What follows belongs to an exercise in optimizing a design on an open flow for small area; a production flow would make more cautious choices. Where RTL was checked, it was by simulation tests only, not by an equivalence proof against the original. No functional check of the RTL was part of runs 1 to 3. Power figures rest on the tool's default switching activity, not on a simulated workload.

File: design.v
module xor_gate(
    input logic [7:0] A,
    input logic [7:0] B,
    output logic [7:0] Y
);
    assign Y = A^B;
endmodule
`timescale 1ns/1ps
module xor_encrypt(
        input logic clk,
        input logic valid_in,
        input logic [7:0] key,
        input logic [255:0] code,
        output logic [255:0] code_out,
        output logic valid_out
);
logic [255:0] d;    
logic [255:0] r;    
logic [7:0] p0;
logic [7:0] bs1_2;
logic [7:0] p1;
logic [7:0] p2;
logic [7:0] bs3_4;
logic [7:0] p3;
logic [7:0] p4;
logic [7:0] bs5_6;
logic [7:0] p5;
logic [7:0] p6;
logic [7:0] bs7_8;
logic [7:0] p7;
logic [7:0] p8;
logic [7:0] bs9_10;
logic [7:0] p9;
logic [7:0] p10;
logic [7:0] bs11_12;
logic [7:0] p11;
logic [7:0] p12;
logic [7:0] bs13_14;
logic [7:0] p13;
logic [7:0] p14;
logic [7:0] bs15_16;
logic [7:0] p15;
logic [7:0] p16;
logic [7:0] bs17_18;
logic [7:0] p17;
logic [7:0] p18;
logic [7:0] bs19_20;
logic [7:0] p19;
logic [7:0] p20;
logic [7:0] p21;
logic [7:0] bs22_23;
logic [7:0] bs24_25;
logic [7:0] bs26_27;
logic [7:0] bs28_29;
logic [7:0] bs30_31;
logic [7:0] q22;
logic [7:0] q23;
logic [7:0] q24;
logic [7:0] q25;
logic [7:0] q26;
logic [7:0] q27;
logic [7:0] q28;
logic [7:0] q29;
logic [7:0] q30;
logic [7:0] q31;
xor_gate u_p0 (.A(key), .B(code[7:0]), .Y(p0));
xor_gate u_bs1_2 (.A(code[15:8]), .B(code[23:16]), .Y(bs1_2));
xor_gate u_p1 (.A(p0), .B(code[15:8]), .Y(p1));
xor_gate u_p2 (.A(p0), .B(bs1_2), .Y(p2));
xor_gate u_bs3_4 (.A(code[31:24]), .B(code[39:32]), .Y(bs3_4));
xor_gate u_p3 (.A(p2), .B(code[31:24]), .Y(p3));
xor_gate u_p4 (.A(p2), .B(bs3_4), .Y(p4));
xor_gate u_bs5_6 (.A(code[47:40]), .B(code[55:48]), .Y(bs5_6));
xor_gate u_p5 (.A(p4), .B(code[47:40]), .Y(p5));
xor_gate u_p6 (.A(p4), .B(bs5_6), .Y(p6));
xor_gate u_bs7_8 (.A(code[63:56]), .B(code[71:64]), .Y(bs7_8));
xor_gate u_p7 (.A(p6), .B(code[63:56]), .Y(p7));
xor_gate u_p8 (.A(p6), .B(bs7_8), .Y(p8));
xor_gate u_bs9_10 (.A(code[79:72]), .B(code[87:80]), .Y(bs9_10));
xor_gate u_p9 (.A(p8), .B(code[79:72]), .Y(p9));
xor_gate u_p10 (.A(p8), .B(bs9_10), .Y(p10));
xor_gate u_bs11_12 (.A(code[95:88]), .B(code[103:96]), .Y(bs11_12));
xor_gate u_p11 (.A(p10), .B(code[95:88]), .Y(p11));
xor_gate u_p12 (.A(p10), .B(bs11_12), .Y(p12));
xor_gate u_bs13_14 (.A(code[111:104]), .B(code[119:112]), .Y(bs13_14));
xor_gate u_p13 (.A(p12), .B(code[111:104]), .Y(p13));
xor_gate u_p14 (.A(p12), .B(bs13_14), .Y(p14));
xor_gate u_bs15_16 (.A(code[127:120]), .B(code[135:128]), .Y(bs15_16));
xor_gate u_p15 (.A(p14), .B(code[127:120]), .Y(p15));
xor_gate u_p16 (.A(p14), .B(bs15_16), .Y(p16));
xor_gate u_bs17_18 (.A(code[143:136]), .B(code[151:144]), .Y(bs17_18));
xor_gate u_p17 (.A(p16), .B(code[143:136]), .Y(p17));
xor_gate u_p18 (.A(p16), .B(bs17_18), .Y(p18));
xor_gate u_bs19_20 (.A(code[159:152]), .B(code[167:160]), .Y(bs19_20));
xor_gate u_p19 (.A(p18), .B(code[159:152]), .Y(p19));
xor_gate u_p20 (.A(p18), .B(bs19_20), .Y(p20));
xor_gate u_p21 (.A(p20), .B(code[175:168]), .Y(p21));
xor_gate u_bs22_23 (.A(code[183:176]), .B(code[191:184]), .Y(bs22_23));
xor_gate u_bs24_25 (.A(code[199:192]), .B(code[207:200]), .Y(bs24_25));
xor_gate u_bs26_27 (.A(code[215:208]), .B(code[223:216]), .Y(bs26_27));
xor_gate u_bs28_29 (.A(code[231:224]), .B(code[239:232]), .Y(bs28_29));
xor_gate u_bs30_31 (.A(code[247:240]), .B(code[255:248]), .Y(bs30_31));
xor_gate u_q22 (.A(r[175:168]), .B(r[183:176]), .Y(q22));
xor_gate u_q23 (.A(r[175:168]), .B(r[191:184]), .Y(q23));
xor_gate u_q24 (.A(q23), .B(r[199:192]), .Y(q24));
xor_gate u_q25 (.A(q23), .B(r[207:200]), .Y(q25));
xor_gate u_q26 (.A(q25), .B(r[215:208]), .Y(q26));
xor_gate u_q27 (.A(q25), .B(r[223:216]), .Y(q27));
xor_gate u_q28 (.A(q27), .B(r[231:224]), .Y(q28));
xor_gate u_q29 (.A(q27), .B(r[239:232]), .Y(q29));
xor_gate u_q30 (.A(q29), .B(r[247:240]), .Y(q30));
xor_gate u_q31 (.A(q29), .B(r[255:248]), .Y(q31));
assign d[7:0] = p0;
assign d[15:8] = p1;
assign d[23:16] = p2;
assign d[31:24] = p3;
assign d[39:32] = p4;
assign d[47:40] = p5;
assign d[55:48] = p6;
assign d[63:56] = p7;
assign d[71:64] = p8;
assign d[79:72] = p9;
assign d[87:80] = p10;
assign d[95:88] = p11;
assign d[103:96] = p12;
assign d[111:104] = p13;
assign d[119:112] = p14;
assign d[127:120] = p15;
assign d[135:128] = p16;
assign d[143:136] = p17;
assign d[151:144] = p18;
assign d[159:152] = p19;
assign d[167:160] = p20;
assign d[175:168] = p21;
assign d[183:176] = code[183:176];
assign d[191:184] = bs22_23;
assign d[199:192] = code[199:192];
assign d[207:200] = bs24_25;
assign d[215:208] = code[215:208];
assign d[223:216] = bs26_27;
assign d[231:224] = code[231:224];
assign d[239:232] = bs28_29;
assign d[247:240] = code[247:240];
assign d[255:248] = bs30_31;
always_ff @(posedge clk) begin
    valid_out <= valid_in;
end
always_ff @(posedge clk) begin
    if (valid_in) r <= d;
end
assign code_out[7:0] = r[7:0];
assign code_out[15:8] = r[15:8];
assign code_out[23:16] = r[23:16];
assign code_out[31:24] = r[31:24];
assign code_out[39:32] = r[39:32];
assign code_out[47:40] = r[47:40];
assign code_out[55:48] = r[55:48];
assign code_out[63:56] = r[63:56];
assign code_out[71:64] = r[71:64];
assign code_out[79:72] = r[79:72];
assign code_out[87:80] = r[87:80];
assign code_out[95:88] = r[95:88];
assign code_out[103:96] = r[103:96];
assign code_out[111:104] = r[111:104];
assign code_out[119:112] = r[119:112];
assign code_out[127:120] = r[127:120];
assign code_out[135:128] = r[135:128];
assign code_out[143:136] = r[143:136];
assign code_out[151:144] = r[151:144];
assign code_out[159:152] = r[159:152];
assign code_out[167:160] = r[167:160];
assign code_out[175:168] = r[175:168];
assign code_out[183:176] = q22;
assign code_out[191:184] = q23;
assign code_out[199:192] = q24;
assign code_out[207:200] = q25;
assign code_out[215:208] = q26;
assign code_out[223:216] = q27;
assign code_out[231:224] = q28;
assign code_out[239:232] = q29;
assign code_out[247:240] = q30;
assign code_out[255:248] = q31;
endmodule
File: flow/run.sh
#!/bin/bash
# Own layout flow: the standard flow (standard synthesis unchanged), with the port
# buffers that global placement inserts on every input and output made the smallest
# buffer, sky130_fd_sc_hd__buf_1, instead of the default pick. Everything else is as in
# the standard flow. make's full output goes to flow_make.log in this folder; ORFS
# writes each step's log under orfs/logs/.
set -euo pipefail
export BUFFER_PORTS_ARGS="-buffer_cell sky130_fd_sc_hd__buf_1"
bash standard.sh finish > flow_make.log 2>&1
test -f out/final.def
File: standard.sh
#!/bin/bash
# synth_recipe.tcl (not shown) runs the flow's synth.tcl, then flattens the netlist and writes it again
# the make line also repeats each setting of config.mk as NAME=value (left out here)
make -C /OpenROAD-flow-scripts/flow DESIGN_CONFIG=/design/flow/config.mk WORK_HOME=/design/flow/orfs CLKGATE_MAP_FILE= SYNTH_SCRIPT=/design/flow/synth_recipe.tcl "${@:-finish}"
File: config.mk
export PLATFORM = sky130hd
export DESIGN_NAME = xor_encrypt
export DESIGN_NICKNAME = xor_encrypt
export VERILOG_FILES = /design/flow/design.v
export SDC_FILE = /design/flow/constraint.sdc
export NUM_CORES = 4
export LEC_CHECK = 0
export CAP_MARGIN = 20
export CORE_MARGIN = 2
export CORE_UTILIZATION = 40
export CTS_BUF_LIST = sky130_fd_sc_hd__clkbuf_16
export CTS_CLUSTER_DIAMETER = 100
export CTS_CLUSTER_SIZE = 24
export SLEW_MARGIN = 20
export SYNTH_HIERARCHICAL = 1
export SYNTH_MINIMUM_KEEP_SIZE = 0
File: constraint.sdc
create_clock -name core_clock -period 4.0 [get_ports {clk}]
set_input_delay 0.8000 -clock core_clock [delete_from_list [all_inputs] [get_ports {clk}]]
set_output_delay 0.8000 -clock core_clock [all_outputs]
set_load 0.01 [all_outputs]
==> results of run 1 <==
[modules after synthesis, one instance, submodules excluded]
module / cell area (µm²) / cells inside / copies in the design
xor_encrypt: 9030 / 433 / 1
xor_gate: 70.1 / 8 / 47
[kinds of logic (layout without fill, tap and decap cells)]
family                 count (synthesis)  after routing
buffers and inverters                176            620
XOR/XNOR                             376            376
flip-flops                           257            257
other                                  0              3
[cells in the final DEF (no fill, tap or decap), drive strengths merged]
cell and instances:
clkinv 1, dfxtp 1, bufinv 1, inv 4, xor2 376, buf 598, diode 3, clkbuf 16
edfxtp 256
[metrics by stage]
stage | cells | utilization (%) | setup WS [ns] | instance area [µm²] | hold WS (ns)
CTS | 1649 | 48.2 | 0.115 | 14700 | 0.501
floorplan | 809 | - | -0.0639 | 12500 | 0.828
global route | 1652 | 48.4 | 0.0362 | 14700 | 0.504
global placement | 1628 | 46.8 | -0.298 | 14200 | 1.02
detailed placement | 1628 | 46.8 | -0.397 | 14200 | 1.03
finish | 1652 | 48.4 | 0.250 | 14700 | 0.530
[worst paths after layout]
kind,from,to,slack (ns),cells after the start
max,code[7],r[175]$_DFFE_PP_,0.25,13
min,code[193],r[193]$_DFFE_PP_,0.53,1
[worst max-delay path: cells and delay by family]
family	cells	cell delay [ns]
xor gates and xnor gates	12	2.95
buffers and inverters	1	0.21
[where the power goes]
group	leakage [nW]	internal [W]	switching, W
Clock	0.222	0.000746	0.000839
Sequential	2.51	0.00407	0.000252
Combinational	2.65	0.00170	0.00270
[state kept, by name, summed over array words and instances, names as in the netlist]
| signal | flops |
|---|---|
| r | 256 |
| valid_out | 1 |
[cell type report]
class / instances / share of cell area [%]
Multi-Input combinational cell: 376 / 23.9
Clock inverter: 6 / 0.332
Clock buffer: 15 / 2.55
Antenna cell: 3 / 0.0510
Timing Repair Buffer: 599 / 17.4
Tap cell: 396 / 3.37
Sequential cell: 257 / 52.4
[per-layer routing]
metal,vias up,track usage [%]
met4,0,5.50
met1,3344,17.9
met3,39,5.19
li1,3385,-
met5,-,0
met2,309,30.5
[synth_stat cells]
| master | number |
|---|---|
| xor2_1 | 376 |
| buf_4 | 176 |
| edfxtp_1 | 256 |
| dfxtp_1 | 1 |
==> impl_results.md, run 1 <==
* Post-route ant nets at 0
* Vias in the first global route at 7,108
* Yosys top cell by area: edfxtp_1
* Initial Utilization at 40.5%
* Worst-path clk slew at 0.10 ns
* Post-Syn Instances at 809
* Max Root-Sink Buffers at 3
* CTS tree: yes
* Synth Cell Area at 12,300 µm²
* Max Freq at 267 MHz
* CTS Sinks at 257
* Crit Path Max Fanout at 3
* Status: complete, no violations
* Vias at 7,077
* Synthesis-stage register bit count at 257
* Max Cap Violations at 0
* DRT Wirelength at 28.0 mm
* Post-DP HPWL at 22.6 mm
* Share of layout cells above drive strength 1 at 9.66%
* FF+latch area at 7710 µm²
* # Post-CTS Setup Buffers at 0
* CTS buffer count at 14
* Simple-Gate Fraction of Synth Area at 0%
* Synth cell types at 4
* CP Launch Type: input pin
* First-pass GRT wire length at 41.1 mm
* PD cells at 701 nW/µm²
* Drt drc at 0
* Vias per inst at 4.28
* Root cell of the clock tree: clkbuf_16
* Tot Pwr at 0.0103 W
* Metal-1 WL at 10.1 mm
* Final period utilization at 93.7%
* Final setup viols at 0
* Row count at 64
* Worst hold path class: in -> reg
* GRT Util Overall at 16.5%
* Worst-margin pin slew at 0.638 ns
* Worst path required time at 4.23 ns
* Largest net degree at the start of global routing at 78
* Synth area leaders: edfxtp_1 62%, xor2_1 27%, buf_4 11%
* RSZ-0062 raised after global routing: no
* Slew margin rel. at 57.5%
* Cell Chain, Critical Path: buf_1, xor2_4, xor2_2, xor2_2, xor2_2, xor2_1, xor2_1, xor2_1, xor2_1, xor2_1, xor2_1, xor2_1, xor2_1
* PortBufs at 522
* Synth Area in Adders at 0%
* CP peak stage delay at 0.32 ns
* Routed wirelength normalized by instance count at 16.9 µm
* Gpl congestion at 0.850
* DRT Pass-1 Iters at 4
* # fillers at 2,840
* Hold buffers post-CTS at 0
* Final Hold Viols at 0
* Crit path time final at 3.75 ns
* Routed met3 length at 2.32 mm
* Combinational family with the most area after synthesis: XOR/XNOR gates
* Initial antenna violation count at 3
* CP max stage cell: xor2_1
* Met2 Wirelength at 14.8 mm
* IO Pins at 523
* Die X at 180 µm
* Syn avg cell area at 15.2 µm²
* CTS resizes at 0
* Total gr overflow at 0
* Area of the die at 32,200 µm²
* Critical Path Most Common Cell: xor2_1
* Critical path type: in -> reg
* Multiplexer share of the synthesized area at 0%
* Critical Path End Type: flip-flop
* Leakage power at 5.38 nW
* Net count, final at 1,514
* Layout area overhead at 19.5%
* Peak supply drop at 0.339 mV
* Synth warn at 7
* Die height at 180 µm
* Synth Area in Compound Gates at 0%
* CP Data Arrival Time at 3.98 ns
* Pins Over Slew Limit at 0
* Setup tns final at 0 ns
* Uppermost layer routed: met4
* 1st-iter DRT viols at 303
* H-Tree Depth at 1
* Area of the multi-input gates at 3520 µm²
* Share of the synthesized area in the top cell type at 62.4%
* Sequential fraction of the synthesis area at 62.6%
* Core area at 30,400 µm²
* Syn_nets at 1,075
* Post-Synth XOR/XNOR Area at 26.7%
==> run 2: changes to the inputs <==
--- a/design.v
+++ b/design.v
@@ -43,8 +43,9 @@
 logic [7:0] p16;
 logic [7:0] bs17_18;
+logic [7:0] bs17_19;
 logic [7:0] p17;
 logic [7:0] p18;
-logic [7:0] bs19_20;
 logic [7:0] p19;
+logic [7:0] bs20_21;
 logic [7:0] p20;
 logic [7:0] p21;
@@ -90,10 +91,11 @@
 xor_gate u_p16 (.A(p14), .B(bs15_16), .Y(p16));
 xor_gate u_bs17_18 (.A(code[143:136]), .B(code[151:144]), .Y(bs17_18));
+xor_gate u_bs17_19 (.A(bs17_18), .B(code[159:152]), .Y(bs17_19));
 xor_gate u_p17 (.A(p16), .B(code[143:136]), .Y(p17));
 xor_gate u_p18 (.A(p16), .B(bs17_18), .Y(p18));
-xor_gate u_bs19_20 (.A(code[159:152]), .B(code[167:160]), .Y(bs19_20));
-xor_gate u_p19 (.A(p18), .B(code[159:152]), .Y(p19));
-xor_gate u_p20 (.A(p18), .B(bs19_20), .Y(p20));
-xor_gate u_p21 (.A(p20), .B(code[175:168]), .Y(p21));
+xor_gate u_p19 (.A(p16), .B(bs17_19), .Y(p19));
+xor_gate u_bs20_21 (.A(code[167:160]), .B(code[175:168]), .Y(bs20_21));
+xor_gate u_p20 (.A(p19), .B(code[167:160]), .Y(p20));
+xor_gate u_p21 (.A(p19), .B(bs20_21), .Y(p21));
 xor_gate u_bs22_23 (.A(code[183:176]), .B(code[191:184]), .Y(bs22_23));
 xor_gate u_bs24_25 (.A(code[199:192]), .B(code[207:200]), .Y(bs24_25));
--- a/flow/run.sh
+++ b/flow/run.sh
@@ -7,4 +7,5 @@
 set -euo pipefail
 export BUFFER_PORTS_ARGS="-buffer_cell sky130_fd_sc_hd__buf_1"
+export PRE_GLOBAL_PLACE_TCL="$PWD/flow/pre_gpl.tcl"
 bash standard.sh finish > flow_make.log 2>&1
 test -f out/final.def
==> flow/pre_gpl.tcl (new file) <==
remove_buffers
--- a/config.mk
+++ b/config.mk
@@ -12,4 +12,5 @@
 export CTS_CLUSTER_DIAMETER = 100
 export CTS_CLUSTER_SIZE = 24
+export GPL_TIMING_DRIVEN = 0
 export SLEW_MARGIN = 20
 export SYNTH_HIERARCHICAL = 1
==> run 2 against run 1 <==
Compared with the run above:
- hold slack better by 0.0091 ns
- critical path depth is 1 lower
- sequential cell count did not move
- sequential share of layout area up 0.38 points
- still clean
- highest routed layer unchanged
==> impl_results.md, run 2 <==
* Cell Chain, Critical Path: buf_1, xor2_1, xor2_1, xor2_2, xor2_2, xor2_2, xor2_2, xor2_2, xor2_2, xor2_2, xor2_1, xor2_1
* FF+latch area at 7710 µm²
* Max Freq at 265 MHz
* Cell-internal power at 0.00613 W
* Multiplexer share of the synthesized area at 0%
* Worst-margin pin slew at 0.751 ns
* # Post-CTS Setup Buffers at 0
* 1st-iter DRT viols at 307
* Max reg flops at 256
* Most flop-heavy register: r
* Hold Crit Depth at 1
* Worst path required time at 4.23 ns
* PortBufs at 522
* Vias per inst at 4.30
* First-pass GRT wire length at 41.2 mm
* CTS tree: yes
* Status: complete, no violations
* Post-DP HPWL at 22.8 mm
* Die X at 180 µm
* Top-count cell post-synth: xor2_1
* Routed wirelength normalized by instance count at 17.7 µm
* Crit path time final at 3.77 ns
* Critical path type: in -> reg
* Vias in the first global route at 6,845
* Sequential power share at 43.1%
* Hold Crit Start: code[212]
* Synth Cell Area at 12,400 µm²
* Sw power at 0.00389 W
* H-Tree Depth at 1
* CP Data Arrival Time at 4.00 ns
* Syn_nets at 1,083
* Leakage power at 5.15 nW
* Syn avg cell area at 15.2 µm²
* Largest regs: r: 256 flops, valid_out: 1 flops
* Post-synth EDFFs at 256
* PD cells at 685 nW/µm²
* Max Root-Sink Buffers at 3
* Drt drc at 0
* Total gr overflow at 0
* Vias at 6,828
* Synth cell types at 4
* # fillers at 2,811
* Post-Synth XOR/XNOR Area at 27.1%
* Critical Path Most Common Cell: xor2_2
* DRT Pass-1 Iters at 4
* Final period utilization at 94.3%
* Placed cell area at 13,700 µm²
* CTS resizes at 36
* Area of the multi-input gates at 3880 µm²
* Hold endpoint: r[212]$_DFFE_PP_
* Slew margin rel. at 50.0%
* Worst-path clk slew at 0.10 ns
* Sequential fraction of the synthesis area at 62.2%
* Largest net degree at the start of global routing at 35
* IO Pins at 523
* Peak supply drop at 0.313 mV
* Top cells by count, synth: 384 x xor2_1, 256 x edfxtp_1, 176 x buf_4, 1 x dfxtp_1
* Most frequent cells in the layout: 521 x buf_1, 322 x xor2_1, 256 x edfxtp_1, 57 x xor2_2, 15 x clkbuf_16
* Combinational family with the most area after synthesis: XOR/XNOR gates
* Finished Core Util at 47.9%
* Initial Utilization at 40.6%
* Row count at 64
* DRT Wirelength at 28.1 mm
* Simple-Gate Fraction of Synth Area at 0%
* Yosys top cell by area: edfxtp_1
* Root cell of the clock tree: clkbuf_16
* Design Area, Final at 14,600 µm²
* Die height at 180 µm
* Synth Area in Adders at 0%
* CP Launch Type: input pin
* CTS buffer count at 14
* Area of the die at 32,400 µm²
* Critical Path End Type: flip-flop
* Share of layout cells above drive strength 1 at 7.30%
* Main synth FF type: edfxtp_1
* Synth Area in Compound Gates at 0%
* Post-route ant nets at 0
* Final Hold Viols at 0
* Post-Syn Instances at 817
* Leading cell type in the layout, fill and taps excluded: buf_1
* GRT Util Overall at 16.6%
* Synth area leaders: edfxtp_1 62%, xor2_1 27%, buf_4 11%
* Final setup viols at 0
* Hold buffers post-CTS at 0
* Pins Over Slew Limit at 0
* Asr flop ratio synth at 0%
* Comb power frac at 41.9%
* Clock power frac at 15.0%
* Net count, final at 1,453
* CP peak stage delay at 0.36 ns
* Layout area overhead at 17.9%
* CTS Sinks at 257
* Synth warn at 7
* Max Cap Violations at 0
* Synthesis-stage register bit count at 257
* Share of the synthesized area in the top cell type at 62.0%
* Core area at 30,500 µm²
* Gpl congestion at 0.850
* CP max stage cell: xor2_1
* Net Sw Frac at 38.8%
* Worst hold path class: in -> reg
* Crit Path Max Fanout at 4
* Initial antenna violation count at 1
[run 2: cells by family after synthesis]
logic type / Yosys count
flops: 257
buf+inv: 176
xor+xnor: 384
[run 2: worst max-delay path by stage]
stage	startpoint	to	cells past startpoint
final	key[2]	r[170]$_DFFE_PP_	12
after global routing	key[4]	r[172]$_DFFE_PP_	12
after CTS	key[4]	r[164]$_DFFE_PP_	12
after detailed placement	key[6]	r[166]$_DFFE_PP_	12
after global placement	valid_in	valid_out$_DFF_P_	1
after floorplan	code[0]	r[160]$_DFFE_PP_	11
[run 2: worst max-delay path: cells and delay by family]
family	cells	cell delay [ns]
XOR/XNOR	11	3.09
buffers and inverters	1	0.09
[run 2: layout make-up]
cell class              instances  share of cell area (%)
diodes                          1                  0.0171
clock buffers                  15                    2.57
clock inverters                 6                   0.180
multi-input cells             384                    26.6
flip-flops and latches        257                    52.7
well taps                     396                    3.39
repair buffers                530                    14.5
[run 2: per-stage QoR]
| stage | worst slack, ns | power, W | TNS (ns) | instances | hold slack (ns) |
|---|---|---|---|---|---|
| finish | 0.228 | 0.0100 | 0 | 1589 | 0.539 |
| global route | -0.0288 | 0.0107 | -0.0825 | 1588 | 0.507 |
| CTS | 0.00387 | 0.0101 | 0 | 1588 | 0.503 |
| detailed placement | -1.23 | 0.00839 | -32.27 | 1567 | 1.03 |
| global placement | -7.73 | 0.00837 | -1920.46 | 1559 | 1.02 |
| floorplan | 0.0247 | 0.00748 | 0 | 817 | 0.828 |
[run 2: Yosys stat by module, one instance, submodules excluded]
module       cells inside  cell area, µm²  copies in the design
xor_encrypt           433            9030                     1
xor_gate                8            70.1                    48
[run 2: power by group through the flow]
| stage | logic, W | clock network [W] | registers, W |
|---|---|---|---|
| global placement | 0.00396 | 0 | 0.00441 |
| detailed placement | 0.00401 | 0 | 0.00438 |
| global route | 0.00459 | 0.00168 | 0.00439 |
| CTS | 0.00418 | 0.00159 | 0.00432 |
| floorplan | 0.00317 | 0 | 0.00431 |
| finish | 0.00419 | 0.00151 | 0.00431 |
[run 2: metal layers]
metal	track usage (%)	up-vias	part of all wire [%]
li1	-	3233	-
met1	19.7	3261	38
met2	29.9	293	52
met3	4.18	41	7.2
met4	4.58	0	2.5
met5	0	-	0
==> run 3: changes to the inputs <==
--- a/design.v
+++ b/design.v
@@ -43,16 +43,15 @@
 logic [7:0] p16;
 logic [7:0] bs17_18;
-logic [7:0] bs17_19;
 logic [7:0] p17;
 logic [7:0] p18;
-logic [7:0] p19;
-logic [7:0] bs20_21;
-logic [7:0] p20;
-logic [7:0] p21;
-logic [7:0] bs22_23;
-logic [7:0] bs24_25;
-logic [7:0] bs26_27;
-logic [7:0] bs28_29;
-logic [7:0] bs30_31;
+logic [7:0] bs19_20;
+logic [7:0] bs21_22;
+logic [7:0] bs23_24;
+logic [7:0] bs25_26;
+logic [7:0] bs27_28;
+logic [7:0] bs29_30;
+logic [7:0] q19;
+logic [7:0] q20;
+logic [7:0] q21;
 logic [7:0] q22;
 logic [7:0] q23;
@@ -91,26 +90,25 @@
 xor_gate u_p16 (.A(p14), .B(bs15_16), .Y(p16));
 xor_gate u_bs17_18 (.A(code[143:136]), .B(code[151:144]), .Y(bs17_18));
-xor_gate u_bs17_19 (.A(bs17_18), .B(code[159:152]), .Y(bs17_19));
 xor_gate u_p17 (.A(p16), .B(code[143:136]), .Y(p17));
 xor_gate u_p18 (.A(p16), .B(bs17_18), .Y(p18));
-xor_gate u_p19 (.A(p16), .B(bs17_19), .Y(p19));
-xor_gate u_bs20_21 (.A(code[167:160]), .B(code[175:168]), .Y(bs20_21));
-xor_gate u_p20 (.A(p19), .B(code[167:160]), .Y(p20));
-xor_gate u_p21 (.A(p19), .B(bs20_21), .Y(p21));
-xor_gate u_bs22_23 (.A(code[183:176]), .B(code[191:184]), .Y(bs22_23));
-xor_gate u_bs24_25 (.A(code[199:192]), .B(code[207:200]), .Y(bs24_25));
-xor_gate u_bs26_27 (.A(code[215:208]), .B(code[223:216]), .Y(bs26_27));
-xor_gate u_bs28_29 (.A(code[231:224]), .B(code[239:232]), .Y(bs28_29));
-xor_gate u_bs30_31 (.A(code[247:240]), .B(code[255:248]), .Y(bs30_31));
-xor_gate u_q22 (.A(r[175:168]), .B(r[183:176]), .Y(q22));
-xor_gate u_q23 (.A(r[175:168]), .B(r[191:184]), .Y(q23));
-xor_gate u_q24 (.A(q23), .B(r[199:192]), .Y(q24));
-xor_gate u_q25 (.A(q23), .B(r[207:200]), .Y(q25));
-xor_gate u_q26 (.A(q25), .B(r[215:208]), .Y(q26));
-xor_gate u_q27 (.A(q25), .B(r[223:216]), .Y(q27));
-xor_gate u_q28 (.A(q27), .B(r[231:224]), .Y(q28));
-xor_gate u_q29 (.A(q27), .B(r[239:232]), .Y(q29));
-xor_gate u_q30 (.A(q29), .B(r[247:240]), .Y(q30));
-xor_gate u_q31 (.A(q29), .B(r[255:248]), .Y(q31));
+xor_gate u_bs19_20 (.A(code[159:152]), .B(code[167:160]), .Y(bs19_20));
+xor_gate u_bs21_22 (.A(code[175:168]), .B(code[183:176]), .Y(bs21_22));
+xor_gate u_bs23_24 (.A(code[191:184]), .B(code[199:192]), .Y(bs23_24));
+xor_gate u_bs25_26 (.A(code[207:200]), .B(code[215:208]), .Y(bs25_26));
+xor_gate u_bs27_28 (.A(code[223:216]), .B(code[231:224]), .Y(bs27_28));
+xor_gate u_bs29_30 (.A(code[239:232]), .B(code[247:240]), .Y(bs29_30));
+xor_gate u_q19 (.A(r[151:144]), .B(r[159:152]), .Y(q19));
+xor_gate u_q20 (.A(r[151:144]), .B(r[167:160]), .Y(q20));
+xor_gate u_q21 (.A(q20), .B(r[175:168]), .Y(q21));
+xor_gate u_q22 (.A(q20), .B(r[183:176]), .Y(q22));
+xor_gate u_q23 (.A(q22), .B(r[191:184]), .Y(q23));
+xor_gate u_q24 (.A(q22), .B(r[199:192]), .Y(q24));
+xor_gate u_q25 (.A(q24), .B(r[207:200]), .Y(q25));
+xor_gate u_q26 (.A(q24), .B(r[215:208]), .Y(q26));
+xor_gate u_q27 (.A(q26), .B(r[223:216]), .Y(q27));
+xor_gate u_q28 (.A(q26), .B(r[231:224]), .Y(q28));
+xor_gate u_q29 (.A(q28), .B(r[239:232]), .Y(q29));
+xor_gate u_q30 (.A(q28), .B(r[247:240]), .Y(q30));
+xor_gate u_q31 (.A(q30), .B(r[255:248]), .Y(q31));
 assign d[7:0] = p0;
 assign d[15:8] = p1;
@@ -132,17 +130,17 @@
 assign d[143:136] = p17;
 assign d[151:144] = p18;
-assign d[159:152] = p19;
-assign d[167:160] = p20;
-assign d[175:168] = p21;
-assign d[183:176] = code[183:176];
-assign d[191:184] = bs22_23;
-assign d[199:192] = code[199:192];
-assign d[207:200] = bs24_25;
-assign d[215:208] = code[215:208];
-assign d[223:216] = bs26_27;
-assign d[231:224] = code[231:224];
-assign d[239:232] = bs28_29;
-assign d[247:240] = code[247:240];
-assign d[255:248] = bs30_31;
+assign d[159:152] = code[159:152];
+assign d[167:160] = bs19_20;
+assign d[175:168] = code[175:168];
+assign d[183:176] = bs21_22;
+assign d[191:184] = code[191:184];
+assign d[199:192] = bs23_24;
+assign d[207:200] = code[207:200];
+assign d[215:208] = bs25_26;
+assign d[223:216] = code[223:216];
+assign d[231:224] = bs27_28;
+assign d[239:232] = code[239:232];
+assign d[247:240] = bs29_30;
+assign d[255:248] = code[255:248];
 always_ff @(posedge clk) begin
     valid_out <= valid_in;
@@ -170,7 +168,7 @@
 assign code_out[143:136] = r[143:136];
 assign code_out[151:144] = r[151:144];
-assign code_out[159:152] = r[159:152];
-assign code_out[167:160] = r[167:160];
-assign code_out[175:168] = r[175:168];
+assign code_out[159:152] = q19;
+assign code_out[167:160] = q20;
+assign code_out[175:168] = q21;
 assign code_out[183:176] = q22;
 assign code_out[191:184] = q23;
--- a/flow/run.sh
+++ b/flow/run.sh
@@ -7,5 +7,4 @@
 set -euo pipefail
 export BUFFER_PORTS_ARGS="-buffer_cell sky130_fd_sc_hd__buf_1"
-export PRE_GLOBAL_PLACE_TCL="$PWD/flow/pre_gpl.tcl"
 bash standard.sh finish > flow_make.log 2>&1
 test -f out/final.def
--- a/config.mk
+++ b/config.mk
@@ -12,5 +12,4 @@
 export CTS_CLUSTER_DIAMETER = 100
 export CTS_CLUSTER_SIZE = 24
-export GPL_TIMING_DRIVEN = 0
 export SLEW_MARGIN = 20
 export SYNTH_HIERARCHICAL = 1
removed: flow/pre_gpl.tcl
==> run 3 against run 2 <==
Compared with the run above:
- cell count rose by 1.4%
- critical path depth fell by 4
- hold slack got worse by 0.067 ns
- sequential cell count did not move
- count of clock-buffer cells in the layout did not move
- still clean on timing, DRC and antenna
- global-route usage fell by 0.23 points
- routed wire length barely moved
- maximum frequency rose by 0.17%
- utilization rose by 0.68 points
- worst setup slack improved by 0.0064 ns
- sequential share of layout area rose by 0.50 points
- non-clock buffer count rose by 36
==> impl_results.md, run 3 <==
* Status: complete, no violations
* Net count, final at 1,481
* Row count at 63
* Leading cell type in the layout, fill and taps excluded: buf_1
* Hold Crit Depth at 1
* Synth warn at 7
* IO Pins at 523
* Gpl congestion at 0.784
* Peak supply drop at 0.345 mV
* Die X at 178 µm
* Crit Path Max Fanout at 3
* Area of the die at 31,800 µm²
* Most flop-heavy register: r
* CTS tree: yes
* Max Cap Violations at 0
* Worst hold path class: in -> reg
* Setup tns final at 0 ns
* Top delay family on crit path: XOR/XNOR gates
* Critical Path End Type: primary output
* Area of the multi-input gates at 3540 µm²
* Post-Syn Instances at 785
* Critical Path Most Common Cell: xor2_2
* RSZ-0062 raised after global routing: no
* DRT Pass-1 Iters at 4
* Routed wirelength normalized by instance count at 17.4 µm
* Largest net degree at the start of global routing at 60
* Drt drc at 0
* Final period utilization at 94.1%
* Max Freq at 266 MHz
* Buffer and inverter count on the worst path at 1
* Initial Utilization at 40.7%
* # fillers at 2,727
* Worst-margin pin slew at 0.801 ns
* PD cells at 702 nW/µm²
* Layout area overhead at 19.2%
* Max reg flops at 256
* Sequential fraction of the synthesis area at 63.5%
* Asr flop ratio synth at 0%
* Main synth FF type: edfxtp_1
* Share of layout cells above drive strength 1 at 7.70%
* Worst path required time at 3.20 ns
* Yosys top cell by area: edfxtp_1
* First-pass GRT wire length at 39.1 mm
* Final Hold Viols at 0
* Finished Core Util at 48.6%
* Root cell of the clock tree: clkbuf_16
* DRT Wirelength at 28.0 mm
* CP max stage cell: edfxtp_1
* Slew margin rel. at 46.6%
* Vias in the first global route at 6,833
* Share of the synthesized area in the top cell type at 63.3%
* CTS buffer count at 14
* FF+latch area at 7710 µm²
* Max Root-Sink Buffers at 3
* Post-synth EDFFs at 256
* Synth cell types at 4
* Post-DP HPWL at 22.8 mm
* H-Tree Depth at 1
* 1st-iter DRT viols at 315
* CTS Sinks at 257
* CP peak stage delay at 0.48 ns
* Worst-path clk slew at 0.10 ns
* Synthesis-stage register bit count at 257
* Vias at 6,858
* Critical path type: reg -> out
* Most frequent cells in the layout: 521 x buf_1, 343 x xor2_1, 256 x edfxtp_1, 41 x buf_4, 33 x xor2_2
* Leakage power at 5.22 nW
* Vias per inst at 4.25
* Crit path time final at 3.77 ns
* Top cells by count, synth: 376 x xor2_1, 256 x edfxtp_1, 152 x buf_4, 1 x dfxtp_1
* CP Data Arrival Time at 2.97 ns
* Core area at 29,800 µm²
* Synth Cell Area at 12,100 µm²
* PortBufs at 522
* Initial antenna violation count at 1
* Pins Over Slew Limit at 0
* Total gr overflow at 0
* Die height at 178 µm
* GRT Util Overall at 16.4%
* Cell Chain, Critical Path: xor2_2, xor2_2, xor2_2, xor2_2, xor2_1, xor2_1, xor2_1, buf_1
* Final setup viols at 0
* Syn avg cell area at 15.5 µm²
* Syn_nets at 1,051
* Worst path depth at 8
* Synth area leaders: edfxtp_1 63%, xor2_1 27%, buf_4 9.4%
* Top-count cell post-synth: xor2_1
* Largest regs: r: 256 flops, valid_out: 1 flops
* Post-route ant nets at 0
* CP Launch Type: flip-flop
==> run 3: per-layer routing <==
| layer | vias up | track usage, % | part of all wire (%) |
|---|---|---|---|
| met4 | 0 | 3.29 | 1.3 |
| met2 | 262 | 30.8 | 54 |
| li1 | 3309 | - | - |
| met5 | - | 0 | 0 |
| met3 | 20 | 4.58 | 8.8 |
| met1 | 3267 | 18.4 | 36 |
==> run 3: cell families after synthesis <==
kind of cell	after synthesis	share of synthesized area, %
flip-flops	257	63.5
XOR/XNOR	376	27.1
buffers and inverters	152	9.40
==> run 3: final cells by class <==
| type | instances | share of cell area, % |
|---|---|---|
| clock buffers | 15 | 2.59 |
| repair buffers | 566 | 16.1 |
| clock inverters | 7 | 0.207 |
| flip-flops and latches | 257 | 53.2 |
| diodes | 1 | 0.0173 |
| well taps | 390 | 3.37 |
| multi-input cells | 376 | 24.5 |
==> run 3: metrics by stage <==
step | total power [W] | std cells | worst slack [ns] | hold WS, ns | area (µm²)
after global routing | 0.0109 | 1611 | 0.00242 | 0.455 | 14500
after detailed placement | 0.00863 | 1588 | -0.0152 | 0.970 | 13800
after floorplan | 0.00720 | 785 | 0.234 | 0.828 | 12100
after CTS | 0.0102 | 1610 | 0.00361 | 0.442 | 14300
after global placement | 0.00859 | 1588 | 0.0652 | 0.972 | 13800
final | 0.0102 | 1612 | 0.235 | 0.472 | 14500
==> run 3: where the power goes <==
group	switching [W]	total [W]	internal, W
Combinational	0.00287	0.00450	0.00163
Sequential	0.000269	0.00415	0.00389
Clock	0.000834	0.00152	0.000683
==> run 3: final timing paths <==
| kind | from | endpoint | slack, ns |
|---|---|---|---|
| setup / recovery | r[151]$_DFFE_PP_ | code_out[255] | 0.23 |
| hold / removal | code[255] | r[255]$_DFFE_PP_ | 0.47 |
==> run 3: modules after synthesis, one instance, submodules excluded <==
module       times used  flops+latches  cell area, µm²
xor_encrypt           1            257            8850
xor_gate             47              0            70.1
==> run 3: repair_timing <==
action / in CTS / in global routing
gates resized for setup: 14 / 19
pin swaps: 0 / 2
endpoints found under the setup margin: 8 / 10
setup buffers: 0 / 1
hold buffers: 0 / 0
==> run 4: changes to the inputs <==
--- a/design.v
+++ b/design.v
@@ -49,6 +49,7 @@
 logic [7:0] bs23_24;
 logic [7:0] bs25_26;
-logic [7:0] bs27_28;
-logic [7:0] bs29_30;
+logic [7:0] bs25_27;
+logic [7:0] bs28_29;
+logic [7:0] bs30_31;
 logic [7:0] q19;
 logic [7:0] q20;
@@ -96,6 +97,7 @@
 xor_gate u_bs23_24 (.A(code[191:184]), .B(code[199:192]), .Y(bs23_24));
 xor_gate u_bs25_26 (.A(code[207:200]), .B(code[215:208]), .Y(bs25_26));
-xor_gate u_bs27_28 (.A(code[223:216]), .B(code[231:224]), .Y(bs27_28));
-xor_gate u_bs29_30 (.A(code[239:232]), .B(code[247:240]), .Y(bs29_30));
+xor_gate u_bs25_27 (.A(bs25_26), .B(code[223:216]), .Y(bs25_27));
+xor_gate u_bs28_29 (.A(code[231:224]), .B(code[239:232]), .Y(bs28_29));
+xor_gate u_bs30_31 (.A(code[247:240]), .B(code[255:248]), .Y(bs30_31));
 xor_gate u_q19 (.A(r[151:144]), .B(r[159:152]), .Y(q19));
 xor_gate u_q20 (.A(r[151:144]), .B(r[167:160]), .Y(q20));
@@ -106,9 +108,9 @@
 xor_gate u_q25 (.A(q24), .B(r[207:200]), .Y(q25));
 xor_gate u_q26 (.A(q24), .B(r[215:208]), .Y(q26));
-xor_gate u_q27 (.A(q26), .B(r[223:216]), .Y(q27));
-xor_gate u_q28 (.A(q26), .B(r[231:224]), .Y(q28));
-xor_gate u_q29 (.A(q28), .B(r[239:232]), .Y(q29));
-xor_gate u_q30 (.A(q28), .B(r[247:240]), .Y(q30));
-xor_gate u_q31 (.A(q30), .B(r[255:248]), .Y(q31));
+xor_gate u_q27 (.A(q24), .B(r[223:216]), .Y(q27));
+xor_gate u_q28 (.A(q27), .B(r[231:224]), .Y(q28));
+xor_gate u_q29 (.A(q27), .B(r[239:232]), .Y(q29));
+xor_gate u_q30 (.A(q29), .B(r[247:240]), .Y(q30));
+xor_gate u_q31 (.A(q29), .B(r[255:248]), .Y(q31));
 assign d[7:0] = p0;
 assign d[15:8] = p1;
@@ -138,9 +140,9 @@
 assign d[207:200] = code[207:200];
 assign d[215:208] = bs25_26;
-assign d[223:216] = code[223:216];
-assign d[231:224] = bs27_28;
-assign d[239:232] = code[239:232];
-assign d[247:240] = bs29_30;
-assign d[255:248] = code[255:248];
+assign d[223:216] = bs25_27;
+assign d[231:224] = code[231:224];
+assign d[239:232] = bs28_29;
+assign d[247:240] = code[247:240];
+assign d[255:248] = bs30_31;
 always_ff @(posedge clk) begin
     valid_out <= valid_in;
--- a/flow/run.sh
+++ b/flow/run.sh
@@ -7,4 +7,6 @@
 set -euo pipefail
 export BUFFER_PORTS_ARGS="-buffer_cell sky130_fd_sc_hd__buf_1"
+export POST_GLOBAL_PLACE_TCL="$PWD/flow/post_gpl.tcl"
+export POST_GLOBAL_ROUTE_TCL="$PWD/flow/post_grt.tcl"
 bash standard.sh finish > flow_make.log 2>&1
 test -f out/final.def
==> flow/post_gpl.tcl (new file) <==
# Post global placement hook.
# Drop the buffers that timing-driven global placement added (instances named place*),
# reconnecting their loads to the buffer's input net.
proc drop_place_buffers {} {
  set n 0
  foreach inst [get_cells -quiet place*] {
    set ref [get_property $inst ref_name]
    if { ![regexp {^sky130_fd_sc_hd__(buf|clkbuf)_[0-9]+$} $ref] } { continue }
    set name [get_full_name $inst]
    set in_net [get_nets -of_objects [get_pins $name/A]]
    set out_net [get_nets -of_objects [get_pins $name/X]]
    set loads {}
    foreach pin [get_pins -quiet -of_objects $out_net] {
      if { [get_full_name $pin] != "$name/X" } { lappend loads $pin }
    }
    if { [llength [get_ports -quiet -of_objects $out_net]] > 0 } { continue }
    disconnect_pin $in_net [get_pins $name/A]
    disconnect_pin $out_net [get_pins $name/X]
    foreach pin $loads {
      disconnect_pin $out_net $pin
      connect_pin $in_net $pin
    }
    delete_instance $inst
    delete_net $out_net
    incr n
  }
  puts "Dropped $n placement buffers."
}
drop_place_buffers
==> flow/post_grt.tcl (new file) <==
# Post global route hook: the timing repairs before this point size gates up against
# estimates made with less accurate parasitics. Return each upsized XOR gate to
# sky130_fd_sc_hd__xor2_1 where the worst setup slack, with global-route parasitics,
# stays at least 0.06 ns, then reroute the changed nets and rewrite the route guides.
proc recover_xor_area { margin est } {
  estimate_parasitics $est
  set cands {}
  foreach inst [get_cells -quiet *] {
    set ref [get_property $inst ref_name]
    if { [regexp {^sky130_fd_sc_hd__xor2_[248]$} $ref] } {
      lappend cands [list [get_full_name $inst] $ref]
    }
  }
  set n 0
  foreach c $cands {
    lassign $c name ref
    set inst [get_cells $name]
    replace_cell $inst sky130_fd_sc_hd__xor2_1
    estimate_parasitics $est
    set ws [expr {[sta::worst_slack_cmd max] * 1e9}]
    if { $ws < $margin } {
      replace_cell $inst $ref
      estimate_parasitics $est
    } else {
      incr n
    }
  }
  puts "Recovered $n of [llength $cands] upsized XOR gates;\
    worst slack [expr {[sta::worst_slack_cmd max] * 1e9}] ns"
}

global_route -start_incremental
recover_xor_area 0.06 -global_routing
global_route -end_incremental
estimate_parasitics -global_routing
report_worst_slack -max
report_check_types -max_slew -max_capacitance -violators
write_guides $::env(RESULTS_DIR)/route.guide
--- a/config.mk
+++ b/config.mk
@@ -9,7 +9,7 @@
 export CORE_MARGIN = 2
 export CORE_UTILIZATION = 40
-export CTS_BUF_LIST = sky130_fd_sc_hd__clkbuf_16
+export CTS_BUF_LIST = sky130_fd_sc_hd__clkbuf_8
 export CTS_CLUSTER_DIAMETER = 100
-export CTS_CLUSTER_SIZE = 24
+export CTS_CLUSTER_SIZE = 16
 export SLEW_MARGIN = 20
 export SYNTH_HIERARCHICAL = 1
==> run 4 against run 3 <==
Compared with the run above:
- still clean
- clock power is 11% lower
- sequential power hardly changed
- count of clock-buffer cells in the layout is 6 higher
- utilization is 1.3 points lower
- routed wire length is 1.9% higher
- synthesized cell count is 1.0% higher
- via count is 1.0% lower
- global-route usage is 0.077 points higher
- combinational power is 7.3% lower
- first-iteration DRC count is 17% higher
- sequential cell count stayed put
- critical path depth is 1 lower
- critical path type unchanged
- largest power group unchanged
==> impl_results.md, run 4 <==
* Cell Chain, Critical Path: xor2_1, xor2_2, xor2_2, xor2_1, xor2_1, xor2_1, buf_1
* Synthesis-stage register bit count at 257
* DRT Pass-1 Iters at 4
* Antenna cells at 0
* Most frequent cells in the layout: 521 x buf_1, 354 x xor2_1, 256 x edfxtp_1, 30 x xor2_2, 21 x clkbuf_8
* CP Data Arrival Time at 3.06 ns
* Share of the synthesized area in the top cell type at 63.0%
* Root cell of the clock tree: clkbuf_8
* Top cells by count, synth: 384 x xor2_1, 256 x edfxtp_1, 152 x buf_4, 1 x dfxtp_1
* Row count at 63
* # Post-CTS Setup Buffers at 0
* CP max stage cell: edfxtp_1
* H-Tree Depth at 1
* Worst-margin pin slew at 0.835 ns
* Worst path required time at 3.20 ns
* PD cells at 686 nW/µm²
* Placed Cells at 1,554
* Drt drc at 0
* CP peak stage delay at 0.47 ns
* Critical Path End Type: primary output
* Placed cell area at 13,600 µm²
* Max Cap Violations at 0
* Area of the die at 31,900 µm²
* Hold Crit Start: code[225]
* CTS Sinks at 257
* Asr flop ratio synth at 0%
* Core area at 29,900 µm²
* GRT Util Overall at 16.5%
* Largest net degree at the start of global routing at 148
* Initial antenna violation count at 0
* CTS resizes at 6
* Peak supply drop at 0.410 mV
* Final period utilization at 96.4%
* PortBufs at 522
* Share of layout cells above drive strength 1 at 4.52%
* Synth warn at 7
* Post-DP HPWL at 22.6 mm
* # fillers at 2,758
* IO Pins at 523
* Die X at 179 µm
* First-pass GRT wire length at 39.1 mm
* Syn_nets at 1,059
* Area of the multi-input gates at 3590 µm²
* Pins Over Slew Limit at 0
* Routed wirelength normalized by instance count at 18.0 µm
* Crit Path Max Fanout at 4
* Leakage power at 5.04 nW
* Max reg flops at 256
* Leading cell type in the layout, fill and taps excluded: buf_1
* Vias at 6,788
* Most flop-heavy register: r
* Crit path time final at 3.86 ns
* Post-route ant nets at 0
* Final Non-Filler Cells at 1,585
* Final setup viols at 0
* Synth cell types at 4
* Hold endpoint: r[225]$_DFFE_PP_
* Critical Path Most Common Cell: xor2_1
* Status: complete, no violations
* DRT Wirelength at 28.6 mm
* Hold buffers post-CTS at 0
* Max Root-Sink Buffers at 3
* Layout area overhead at 15.7%
* CTS tree: yes
* Syn avg cell area at 15.4 µm²
* Hold Crit Depth at 1
* Worst hold path class: in -> reg
* CP Launch Type: flip-flop
* Sequential fraction of the synthesis area at 63.1%
* Net count, final at 1,452
* CTS buffer count at 20
* Design Area, Final at 14,100 µm²
* Total gr overflow at 0
* Top-count cell post-synth: xor2_1
* Yosys top cell by area: edfxtp_1
* Initial Utilization at 40.9%
* Synth area leaders: edfxtp_1 63%, xor2_1 28%, buf_4 9.3%
* Synth Cell Area at 12,200 µm²
* Largest regs: r: 256 flops, valid_out: 1 flops
* Final Hold Viols at 0
* Critical path type: reg -> out
* Post-Syn Instances at 793
* FF+latch area at 7710 µm²
* Post-synth EDFFs at 256
* Worst-path clk slew at 0.10 ns
* Die height at 179 µm
* 1st-iter DRT viols at 369
* Slew margin rel. at 44.3%
* Main synth FF type: edfxtp_1
* Vias in the first global route at 6,842
* Vias per inst at 4.28
* Max Freq at 259 MHz
run 4: changes by cell type in the layout (fill, tap and decap cells not counted), sizes merged:
cell / previous run / this run
clkbuf: 16 / 22
diode: 1 / 0
clkinvlp: 1 / 0
xor2: 376 / 384
inv: 5 / 10
clkinv: 1 / 0
buf: 565 / 522
run 4: worst max-delay path by stage:
| stage | depth (start not counted) | slack [ns] | to | start |
|---|---|---|---|---|
| floorplan | 10 | 0.37 | r[136]$_DFFE_PP_ | code[0] |
| global placement | 12 | 0.03 | r[141]$_DFFE_PP_ | code[13] |
| detailed placement | 11 | -0.62 | r[151]$_DFFE_PP_ | code[7] |
| CTS | 7 | 0.003 | code_out[255] | r[151]$_DFFE_PP_ |
| finish | 7 | 0.14 | code_out[242] | r[146]$_DFFE_PP_ |
run 4: Yosys stat by module (local to each module, per instance):
module	cells	area, µm²	flops+latches	times used
xor_encrypt	409	8850	257	1
xor_gate	8	70.1	0	48
run 4: layout make-up:
class | instances | share of cell area, %
flip-flops and latches | 257 | 54.5
multi-input cells | 384 | 25.4
repair buffers | 523 | 14.2
well taps | 390 | 3.45
clock buffers | 21 | 2.05
clock inverters | 10 | 0.354
run 4: power by group:
group / switching (W) / leakage, nW / total [W] / internal [W]
sequential: 0.000265 / 2.51 / 0.00416 / 0.00389
clock: 0.000870 / 0.206 / 0.00136 / 0.000494
combinational: 0.00282 / 2.32 / 0.00417 / 0.00135
total: 0.00395 / 5.04 / 0.00969 / 0.00574
run 4: cells by family (layout without fill, tap and decap cells):
| group | count (synthesis) | in the layout | synth area share (%) |
|---|---|---|---|
| flip-flops | 257 | 257 | 63.1 |
| XOR/XNOR | 384 | 384 | 27.5 |
| buffers and inverters | 152 | 554 | 9.34 |
run 4: metrics by stage:
| stage | utilization, % | setup TNS [ns] | hold WS [ns] | setup WS [ns] | total power (W) |
|---|---|---|---|---|---|
| floorplan | - | 0 | 0.828 | 0.370 | 0.00720 |
| finish | 47.3 | 0 | 0.471 | 0.144 | 0.00969 |
| global placement | 46.3 | 0 | 1.02 | 0.0337 | 0.00848 |
| detailed placement | 45.4 | -6.68 | 1.03 | -0.616 | 0.00833 |
| CTS | 46.7 | 0 | 0.416 | 0.00337 | 0.00974 |
run 4: worst max-delay path, delay by kind of cell, from the launching register on:
family                    cells  cell delay, ns
xor gates and xnor gates      6            1.87
DFF                           1            0.47
buffers and inverters         1            0.17
run 4: routing by layer:
layer / vias to the layer above / GRT usage [%] / part of all wire, %
met1: 3182 / 18.1 / 36
li1: 3255 / - / -
met3: 56 / 4.79 / 8.4
met5: - / 0 / 0
met4: 0 / 6.88 / 4.3
met2: 295 / 29.6 / 51
==> run 5: changes to the inputs <==
--- a/config.mk
+++ b/config.mk
@@ -9,7 +9,7 @@
 export CORE_MARGIN = 2
 export CORE_UTILIZATION = 40
-export CTS_BUF_LIST = sky130_fd_sc_hd__clkbuf_8
-export CTS_CLUSTER_DIAMETER = 100
-export CTS_CLUSTER_SIZE = 16
+export CTS_BUF_LIST = sky130_fd_sc_hd__clkbuf_16
+export CTS_CLUSTER_DIAMETER = 120
+export CTS_CLUSTER_SIZE = 30
 export SLEW_MARGIN = 20
 export SYNTH_HIERARCHICAL = 1
==> run 5 against run 4 <==
Compared with the run above:
- still clean on timing, DRC and antenna
- sequential power about the same
- critical path depth unchanged
- maximum frequency about the same
- sequential cell count unchanged
- utilization down 0.067 points
- via count down 0.60%
- final area down 0.14%
- area after synthesis unchanged
- routed wire length down 2.1%
- hold slack better by 0.050 ns
- total power up 0.21%
- highest routed layer unchanged
==> impl_results.md, run 5 <==
* Routed wirelength normalized by instance count at 17.8 µm
* Max Cap Violations at 0
* Initial Utilization at 40.9%
* Most frequent cells in the layout: 521 x buf_1, 359 x xor2_1, 256 x edfxtp_1, 25 x xor2_2, 14 x clkbuf_16
* Drt drc at 0
* Leading cell type in the layout, fill and taps excluded: buf_1
* CTS Sinks at 257
* Share of the synthesized area in the top cell type at 63.0%
* Leakage power at 5.02 nW
* Die X at 179 µm
* Placed cell area at 13,600 µm²
* Worst hold path class: in -> reg
* Final Non-Filler Cells at 1,572
* Hold buffers post-CTS at 0
* Asr flop ratio synth at 0%
* Max reg flops at 256
* Worst path required time at 3.20 ns
* Finished Core Util at 47.2%
* Post-route ant nets at 0
* Slew margin rel. at 43.8%
* First-pass GRT wire length at 38.5 mm
* Post-DP HPWL at 22.6 mm
* Core area at 29,900 µm²
* IO Pins at 523
* Max Root-Sink Buffers at 3
* Pins Over Slew Limit at 0
* Final Hold Viols at 0
* Synth area leaders: edfxtp_1 63%, xor2_1 28%, buf_4 9.3%
* Area of the die at 31,900 µm²
* Synth Cell Area at 12,200 µm²
* Critical Path End Type: primary output
* 1st-iter DRT viols at 362
* Share of layout cells above drive strength 1 at 3.47%
* PortBufs at 522
* FF+latch area at 7710 µm²
* GRT Util Overall at 16.1%
* Status: complete, no violations
* Cell-internal power at 0.00583 W
* Critical Path Most Common Cell: xor2_1
* Row count at 63
* Vias per inst at 4.29
* Sequential power share at 42.6%
* Worst-path clk slew at 0.12 ns
* Peak supply drop at 0.331 mV
* Net Sw Frac at 39.9%
* Sequential fraction of the synthesis area at 63.1%
* Sw power at 0.00388 W
* Syn_nets at 1,059
* CTS resizes at 2
* Layout area overhead at 15.6%
* Comb power frac at 42.7%
* PD cells at 688 nW/µm²
* Largest regs: r: 256 flops, valid_out: 1 flops
* CP max stage cell: edfxtp_1
* Syn avg cell area at 15.4 µm²
* Post-Syn Instances at 793
* Vias in the first global route at 6,703
* Design Area, Final at 14,100 µm²
* Synth cell types at 4
* Worst-margin pin slew at 0.843 ns
* Antenna cells at 0
* Net count, final at 1,444
* Top cells by count, synth: 384 x xor2_1, 256 x edfxtp_1, 152 x buf_4, 1 x dfxtp_1
* Clock power frac at 14.6%
* # fillers at 2,754
* Max Freq at 259 MHz
* Placed Cells at 1,554
* Cell Chain, Critical Path: xor2_1, xor2_1, xor2_2, xor2_1, xor2_1, xor2_1, buf_1
* # Post-CTS Setup Buffers at 0
* CTS tree: yes
* Tot Pwr at 0.00971 W
* Most flop-heavy register: r
* Vias at 6,747
* Crit Path Max Fanout at 4
* Yosys top cell by area: edfxtp_1
* Critical path type: reg -> out
* Synth warn at 7
* Post-synth EDFFs at 256
* CTS buffer count at 12
* Root cell of the clock tree: clkbuf_16
* CP Data Arrival Time at 3.06 ns
* CP Launch Type: flip-flop
* Die height at 179 µm
* Main synth FF type: edfxtp_1
* CP peak stage delay at 0.48 ns
* Total gr overflow at 0
* Final period utilization at 96.4%
* Synthesis-stage register bit count at 257
* Area of the multi-input gates at 3550 µm²
* DRT Wirelength at 28.0 mm
* H-Tree Depth at 1
* Final setup viols at 0
* Setup tns final at 0 ns
* DRT Pass-1 Iters at 4
* Initial antenna violation count at 0
* Largest net degree at the start of global routing at 148
* Crit path time final at 3.86 ns
* Top-count cell post-synth: xor2_1
run 5: cell families (layout without fill, tap and decap cells):
group / after synthesis / count (layout) / share of synthesized area, %
xor+xnor: 384 / 384 / 27.5
flops: 257 / 257 / 63.1
buf+inv: 152 / 541 / 9.34
run 5: Yosys stat by module, one instance, submodules excluded:
module	times used	area [µm²]	flops+latches	cells
xor_encrypt	1	8850	257	409
xor_gate	48	70.1	0	8
run 5: path summary, 6_finish.rpt:
check / from / endpoint / slack, ns / cells after the start
hold / removal: code[225] / r[225]$_DFFE_PP_ / 0.52 / 1
setup / recovery: r[146]$_DFFE_PP_ / code_out[242] / 0.14 / 7
run 5: layer usage:
| layer | part of all wire (%) | track usage, % | vias to the layer above |
|---|---|---|---|
| met5 | 0 | 0 | - |
| met4 | 2.6 | 4.44 | 0 |
| met3 | 8.1 | 4.35 | 33 |
| met2 | 52 | 29.8 | 276 |
| met1 | 37 | 18.1 | 3194 |
| li1 | - | - | 3244 |
run 5: cell type report:
class	instances	share of cell area, %
Clock inverter	5	0.222
Multi-Input combinational cell	384	25.2
Tap cell	390	3.46
Sequential cell	257	54.6
Timing Repair Buffer	523	14.2
Clock buffer	13	2.31
run 5: metrics by stage:
step,worst slack [ns],hold slack [ns]
after floorplan,0.370,0.828
after global placement,0.0337,1.02
after detailed placement,-0.616,1.03
after CTS,0.0266,0.504
final,0.144,0.521
run 5: power groups by stage:
stage | Clock, W | Sequential, W | Combinational [W]
2_1_floorplan | 0 | 0.00411 | 0.00309
3_3_place_gp | 0 | 0.00418 | 0.00430
3_5_place_dp | 0 | 0.00420 | 0.00413
4_1_cts | 0.00148 | 0.00415 | 0.00414
6_report | 0.00142 | 0.00414 | 0.00415
run 5: critical path: cells and delay by family, from the launching register on:
family                 cells  cell delay, ns
XOR/XNOR                   6            1.92
flip-flops                 1            0.48
buffers and inverters      1            0.17
==> run 6: changes to the inputs <==
--- a/flow/post_grt.tcl
+++ b/flow/post_grt.tcl
@@ -2,7 +2,10 @@
 # estimates made with less accurate parasitics. Return each upsized XOR gate to
 # sky130_fd_sc_hd__xor2_1 where the worst setup slack, with global-route parasitics,
-# stays at least 0.06 ns, then reroute the changed nets and rewrite the route guides.
+# stays at least the smaller of its value before and the margin given, then reroute the
+# changed nets and rewrite the route guides.
 proc recover_xor_area { margin est } {
   estimate_parasitics $est
+  set base [expr {[sta::worst_slack_cmd max] * 1e9}]
+  if { $base < $margin } { set margin [expr {$base - 0.001}] }
   set cands {}
   foreach inst [get_cells -quiet *] {
@@ -31,5 +34,5 @@
 
 global_route -start_incremental
-recover_xor_area 0.06 -global_routing
+recover_xor_area 0.03 -global_routing
 global_route -end_incremental
 estimate_parasitics -global_routing
==> run 6 against run 5 <==
Compared with the run above:
- area after synthesis unchanged
- via count unchanged
- routed wire length unchanged
- die area stayed put
- utilization stayed put
- sequential cell count unchanged
- combinational power barely moved
- first-iteration DRC count is the same
==> impl_results.md, run 6 <==
* Status: complete, no violations
* Tot Pwr at 0.00971 W
* Vias at 6,747
* Worst path required time at 3.20 ns
* Final period utilization at 96.4%
* Syn_nets at 1,059
* Synth area leaders: edfxtp_1 63%, xor2_1 28%, buf_4 9.3%
* Main synth FF type: edfxtp_1
* Max Cap Violations at 0
* # fillers at 2,754
* IO Pins at 523
* Max Freq at 259 MHz
* Largest net degree at the start of global routing at 148
* Max reg flops at 256
* Max Root-Sink Buffers at 3
* PD cells at 688 nW/µm²
* Leading cell type in the layout, fill and taps excluded: buf_1
* Synthesis-stage register bit count at 257
* First-pass GRT wire length at 38.5 mm
* # Post-CTS Setup Buffers at 0
* Initial Utilization at 40.9%
* Worst-margin pin slew at 0.843 ns
* Syn avg cell area at 15.4 µm²
* Synth cell types at 4
* 1st-iter DRT viols at 362
* Antenna cells at 0
* Yosys top cell by area: edfxtp_1
* Vias in the first global route at 6,703
* GRT Util Overall at 16.1%
* Worst setup margin at 0.144 ns
* CTS tree: yes
* Top-count cell post-synth: xor2_1
* H-Tree Depth at 1
* Final setup viols at 0
* DRT Pass-1 Iters at 4
* Largest regs: r: 256 flops, valid_out: 1 flops
* Worst-path clk slew at 0.12 ns
* Die height at 179 µm
* FF+latch area at 7710 µm²
* Die X at 179 µm
* Post-route ant nets at 0
* Critical Path End Type: primary output
* Critical path type: reg -> out
* Most flop-heavy register: r
* Crit path time final at 3.86 ns
* Net count, final at 1,444
* Routed wirelength normalized by instance count at 17.8 µm
* Worst hold path class: in -> reg
* Post-synth EDFFs at 256
* DRT Wirelength at 28.0 mm
* Row count at 63
* Core area at 29,900 µm²
* Total gr overflow at 0
* Crit Path Max Fanout at 4
* Area of the multi-input gates at 3550 µm²
* Slew margin rel. at 43.8%
* Root cell of the clock tree: clkbuf_16
* Layout area overhead at 15.6%
* Asr flop ratio synth at 0%
* Peak supply drop at 0.331 mV
* CTS buffer count at 12
* Leakage power at 5.02 nW
* PortBufs at 522
* Hold buffers post-CTS at 0
* Critical Path Start: r[146]$_DFFE_PP_
* CP Launch Type: flip-flop
* Top cells by count, synth: 384 x xor2_1, 256 x edfxtp_1, 152 x buf_4, 1 x dfxtp_1
* Post-DP HPWL at 22.6 mm
* Dpl ws at -0.616 ns
* CP Data Arrival Time at 3.06 ns
* Drt drc at 0
* Share of layout cells above drive strength 1 at 3.47%
* Final Hold Viols at 0
* CTS Sinks at 257
* Synth warn at 7
* Post-Syn Instances at 793
* Sequential fraction of the synthesis area at 63.1%
* Area of the die at 31,900 µm²
* Synth Cell Area at 12,200 µm²
* Hold Crit Start: code[225]
* Vias per inst at 4.29
* Pins Over Slew Limit at 0
* Share of the synthesized area in the top cell type at 63.0%
* CTS resizes at 2
* Initial antenna violation count at 0
* Most frequent cells in the layout: 521 x buf_1, 359 x xor2_1, 256 x edfxtp_1, 25 x xor2_2, 14 x clkbuf_16
-- run 6: stage by stage --
step                      cells  area, µm²  setup TNS (ns)  hold slack (ns)  util, %
after floorplan             793      12200               0            0.828        -
after global placement     1587      13800               0             1.02     46.3
after detailed placement   1554      13600           -6.68             1.03     45.4
after CTS                  1572      13900               0            0.504     46.7
final                      1572      14100               0            0.521     47.2
-- run 6: critical path: stages, from the launching register on --
cell	delay, ns
edfxtp_1	0.48
xor2_1	0.31
xor2_1	0.47
xor2_2	0.33
xor2_1	0.30
xor2_1	0.33
xor2_1	0.18
buf_1	0.17
-- run 6: final timing paths --
| kind | endpoint | slack (ns) | cells past startpoint |
|---|---|---|---|
| setup / recovery | code_out[242] | 0.14 | 7 |
| hold / removal | r[225]$_DFFE_PP_ | 0.52 | 1 |
-- run 6: cell families (layout without fill, tap and decap cells) --
family	Yosys count	in the layout	share of synthesized area [%]
DFF	257	257	63.1
buffers and inverters	152	541	9.34
xor gates and xnor gates	384	384	27.5
-- run 6: cell type report --
class	count	share of cell area [%]
sequential	257	54.6
multi-input combinational	384	25.2
timing repair buffer	523	14.2
tap	390	3.46
clock buffer	13	2.31
clock inverter	5	0.222
-- run 6: modules after synthesis, one instance, submodules excluded --
module / cells inside / copies in the design
xor_encrypt: 409 / 1
xor_gate: 8 / 48
-- run 6: where the power goes --
group          internal, W  switching, W  leakage (nW)  total [W]
combinational      0.00134       0.00281          2.32    0.00415
sequential         0.00389      0.000251          2.51    0.00414
clock             0.000601      0.000819         0.188    0.00142
total              0.00583       0.00388          5.02    0.00971
-- run 6: metal layers --
layer	GRT usage [%]	up-vias	part of all wire, %
met1	18.1	3194	37
li1	-	3244	-
met2	29.8	276	52
met4	4.44	0	2.6
met5	0	-	0
met3	4.35	33	8.1

static timing again, ports no longer ideal:
In the flow no input, the clock included, has a driving cell. The finished layouts below were timed again as built, in two steps.
Step 1, drivers: a clkbuf_16 drives clk and a buf_2 each remaining input, both assumed.
Step 2 adds t to the input delays and takes it off the output delays; t is the mean of the earliest and latest rising clock arrival at the registers after step 1. Input paths then give back, and output paths get back, about the clock's delay inside the block.
Three values: ideal, step 1, step 2; two values: the first two.
run	t (ns)	slack for setup (ns)	worst register clock-pin slew, ns	worst slew at a driven data input, ns	cell pins on the clock port's net
run 1	0.530	0.250 / 0.263 / -0.267	0.10 / 0.10	0.09	1
run 2	0.529	0.228 / 0.248 / -0.281	0.10 / 0.10	0.08	1
run 3	0.534	0.235 / 0.185 / -0.019	0.10 / 0.10	0.09	1
run 4	0.579	0.144 / 0.102 / -0.264	0.11 / 0.11	0.10	1
run 5	0.524	0.144 / 0.097 / -0.233	0.12 / 0.12	0.09	1
run 6	0.524	0.144 / 0.097 / -0.233	0.12 / 0.12	0.09	1
Met with ideal ports but missed after step 2: setup timing in every run listed. The setup slack of run 1, which loses most, moves by +0.013 ns with the drivers and by -0.517 ns with both steps.
